This design comes from an exercise in tuning for small area on the open sky130 flow, not from production work. In this exercise RTL edits were held to simulation tests only and were not proved equivalent to the original. Power is estimated from default activity; no workload was simulated.

## PongGame
module PongGame
(
	input CLOCK_50,
	input [3:0] KEY,
	input [9:0] SW,
	output logic VGA_BLANK_N,
	output logic VGA_SYNC_N,
	output logic VGA_HS,
	output logic VGA_VS,
	output logic [7:0] VGA_R,
	output logic [7:0] VGA_G,
	output logic [7:0] VGA_B
);
Size: roughly 850 cells after synthesis.
Settings: LEC_CHECK=0, CAP_MARGIN=20, CORE_MARGIN=2, CORE_UTILIZATION=60, CTS_BUF_LIST=sky130_fd_sc_hd__clkbuf_8, SLEW_MARGIN=20; clock period 20.0 ns.
standard.sh (not shown) runs the stock make flow with config.mk's settings and CLKGATE_MAP_FILE= SYNTH_SCRIPT=/design/flow/synth_recipe.tcl, a recipe that flattens the netlist after the stock synthesis.
==> flow/flow/run.sh <==
#!/bin/bash
# The standard layout (standard.sh) with these area changes:
#  * after the standard synthesis, its combinational logic is mapped again
#    with an area-oriented ABC script (flip-flops and full adders kept as
#    they are, with their names); the result is checked for equivalence
#    with the standard netlist, and the standard netlist is used if that
#    check fails,
#  * port buffers made from the smallest buffer cell,
#  * after the floorplan, every logic cell left upsized is put back to its
#    smallest drive strength (repair_design fixes any slew or capacitance
#    violation this causes later on),
#  * no dummy loads in the clock tree, built from clkbuf_8.
set -e
FLOWDIR=$(cd "$(dirname "$0")" && pwd)
YOSYS=yosys
[ -x "$FLOW_HOME/../tools/install/yosys/bin/yosys" ] && YOSYS="$FLOW_HOME/../tools/install/yosys/bin/yosys"
LIB="$FLOW_HOME/platforms/sky130hd/lib/sky130_fd_sc_hd__tt_025C_1v80.lib"
export BUFFER_PORTS_ARGS="-buffer_cell sky130_fd_sc_hd__buf_1"
export POST_FLOORPLAN_TCL="$FLOWDIR/downsize.tcl"
export CTS_ARGS="-sink_clustering_enable -repair_clock_nets -buf_list sky130_fd_sc_hd__clkbuf_8 -dont_use_dummy_load"

bash standard.sh synth > synth.log 2>&1

R=orfs/results/sky130hd/PongGame/base
cp $R/1_2_yosys.v $R/1_2_yosys_standard.v
sed "s#LIBFILE#$LIB#g; s#NETIN#$R/1_2_yosys_standard.v#; s#NETOUT#$R/1_2_yosys_remap.v#" "$FLOWDIR/remap.ys" > remap_run.ys
sed "s#LIBFILE#$LIB#g; s#NETSTD#$R/1_2_yosys_standard.v#; s#NETNEW#$R/1_2_yosys_remap.v#" "$FLOWDIR/equiv.ys" > equiv_run.ys
if "$YOSYS" -s remap_run.ys > remap.log 2>&1 && "$YOSYS" -s equiv_run.ys > equiv.log 2>&1; then
  echo "remapped netlist used" > remap_status.txt
  cp $R/1_2_yosys_remap.v $R/1_2_yosys.v
  rm -f $R/1_synth.odb $R/1_synth.sdc
else
  echo "remap failed; standard netlist used" > remap_status.txt
fi

bash standard.sh > standard.log 2>&1
Other scripts of this flow, unchanged in this note and not shown: flow/flow/downsize.tcl, flow/flow/equiv.ys, flow/flow/remap.ys
Next try:
--- a/flow/design.v
+++ b/flow/design.v
@@ -14,24 +14,16 @@
 	function automatic [16:0] add(input [16:0] a, input [16:0] b, input ci);
 		logic c;
 		c = ci;
 		for (int i = 0; i < 17; i++) begin
 			add[i] = a[i] ^ b[i] ^ c;
 			c = (a[i] & b[i]) | (c & (a[i] ^ b[i]));
 		end
 	endfunction
-	function automatic [16:0] dec(input [16:0] a, input bi);
-		logic b;
-		b = bi;
-		for (int i = 0; i < 17; i++) begin
-			dec[i] = a[i] ^ b;
-			b = b & ~a[i];
-		end
-	endfunction
 	function automatic lt(input [16:0] a, input [16:0] b);
 		logic c;
 		c = 1'b0;
 		for (int i = 0; i < 17; i++)
 			c = (~a[i] & b[i]) | (~(a[i] ^ b[i]) & c);
 		lt = c;
 	endfunction
 	function automatic inr(input [16:0] a, input [16:0] lo, input [16:0] hi);
@@ -46,25 +38,23 @@
 		scoreToggles[1] = inc & o[0] & ~o[3];
 		scoreToggles[2] = inc & o[0] & o[1];
 		scoreToggles[3] = inc & o[0] & (o[3] | (o[1] & o[2] & ~(t[3] & t[2])));
 		scoreToggles[4] = inc & nine;
 		scoreToggles[5] = inc & nine & t[0];
 		scoreToggles[6] = inc & ((nine & t[0] & t[1]) | wrap);
 		scoreToggles[7] = inc & ((nine & t[0] & t[1] & t[2]) | wrap);
 	endfunction
-	logic [10:0] hn;
-	logic [9:0]  vn;
-	wire [10:0] h = ~hn;
-	wire [9:0]  v = ~vn;
+	logic [10:0] h;
+	logic [9:0]  v;
 	wire hEnd = h[10] & h[4];                        
 	wire vEnd = v[9] & v[7] & v[4] & v[3] & v[1];    
 	always_ff @(posedge CLOCK_50) begin
-		hn <= (rst | hEnd) ? 11'h7FF : 11'(dec(17'(hn), 1'b1));
-		vn <= (rst | vEnd) ? 10'h3FF : 10'(dec(17'(vn), hEnd));
+		h <= (rst | hEnd) ? 11'd0 : 11'(add(17'(h), 17'd0, 1'b1));
+		v <= (rst | vEnd) ? 10'd0 : 10'(add(17'(v), 17'd0, hEnd));
 	end
 	wire visible = lt(17'(h), 17'd800) & lt(17'(v), 17'd600);
 	assign VGA_BLANK_N = visible;
 	assign VGA_HS = ~inr(17'(h), 17'd856, 17'd975);
 	assign VGA_VS = ~inr(17'(v), 17'd637, 17'd642);
 	assign VGA_SYNC_N = VGA_HS | VGA_VS;
 	logic [5:0] cnt;
 	always_ff @(posedge CLOCK_50)
@@ -178,23 +168,23 @@
 	always_ff @(posedge CLOCK_50) begin
 		if (rst) begin
 			lt_ <= 4'd0; lo_ <= 4'd0; rt_ <= 4'd0; ro_ <= 4'd0;
 		end else begin
 			{lt_, lo_} <= {lt_, lo_} ^ scoreToggles(lt_, lo_, scoreL);
 			{rt_, ro_} <= {rt_, ro_} ^ scoreToggles(rt_, ro_, scoreR);
 		end
 	end
-	wire [9:0]  dxb = 10'(add(17'(hn[9:0]), 17'(left), 1'b0));      
-	wire [9:0]  dyb = 10'(add(17'(T[9:0]), 17'(vn), 1'b0));         
-	wire drawBallV = ~lt(17'(dxb), 17'd1014) & inr(17'(dyb), 17'd2, 17'd11) & ~T[10] & ~lt(17'(T), 17'd12);
+	wire [9:0]  dxb = 10'(add(17'(h[9:0]), 17'(~left), 1'b1));       
+	wire [9:0]  dyb = 10'(add(17'(T[9:0]), 17'(~v), 1'b1));         
+	wire drawBallV = lt(17'(dxb), 17'd10) & inr(17'(dyb), 17'd3, 17'd12) & ~T[10] & ~lt(17'(T), 17'd12);
 	wire ballOrigin = ~|left & (T == 11'd12);
 	wire [9:0] bd  = h[9] ? ry : ly;
-	wire [9:0] dyp = 10'(add(17'(vn), 17'(bd), 1'b0));             
-	wire barRow = ~lt(17'(dyp), 17'd954);
+	wire [9:0] dyp = 10'(add(17'(v), 17'(~bd), 1'b1));             
+	wire barRow = lt(17'(dyp), 17'd70);
 	wire drawLBar = inr(17'(h), 17'd30, 17'd39) & barRow;
 	wire drawRBar = inr(17'(h), 17'd760, 17'd769) & barRow;
 	wire drawLine = inr(17'(h), 17'd397, 17'd400) & ~v[4];
 	logic [3:0] dig;
 	logic inDig;
 	always_comb begin
 		dig = 4'd15; inDig = 1'b0;
 		if      (inr(17'(h), 17'd320, 17'd344)) begin dig = lt_; inDig = 1'b1; end
Result: Flip-flop and latch count does not change. Combinational power came out higher by about 4%. Worst setup slack gets better by 290 ps. Final area goes up by 1.3%. Via count fell by 2.0%. Worst hold slack improves by 7.8 ps. Die area is higher by 0.61%. Non-clock buffer count grows by 7. Global-route usage falls by 0.17 points. Cell count shrinks by 0.98%. Total power came out lower by 0.74%. Register-to-register slack improved by 290 ps.

separate check: timing with driven ports:
In the flow no input, the clock included, has a driving cell. The finished layouts below were timed again as built, in two steps. Step 1 (the two cells are an assumption about what drives the block):
set clk [get_ports {CLOCK_50}]
set_driving_cell -lib_cell sky130_fd_sc_hd__clkbuf_16 $clk
set_driving_cell -lib_cell sky130_fd_sc_hd__buf_2 [delete_from_list [all_inputs] $clk]
Step 2 also shifts input and output timing later by t, the mid clock arrival at the registers, as if the neighbouring blocks saw the same clock. Three values: ideal ports, drivers, drivers and shift; two values: the first two.
run	t, ns	slack for setup (ns)	hold WS [ns]
the first run	0.420	8.550 / 8.550 / 8.550	0.494 / 0.494 / 0.494
the second run	0.421	8.836 / 8.836 / 8.836	0.502 / 0.502 / 0.502
After both steps every run listed still meets setup and hold.
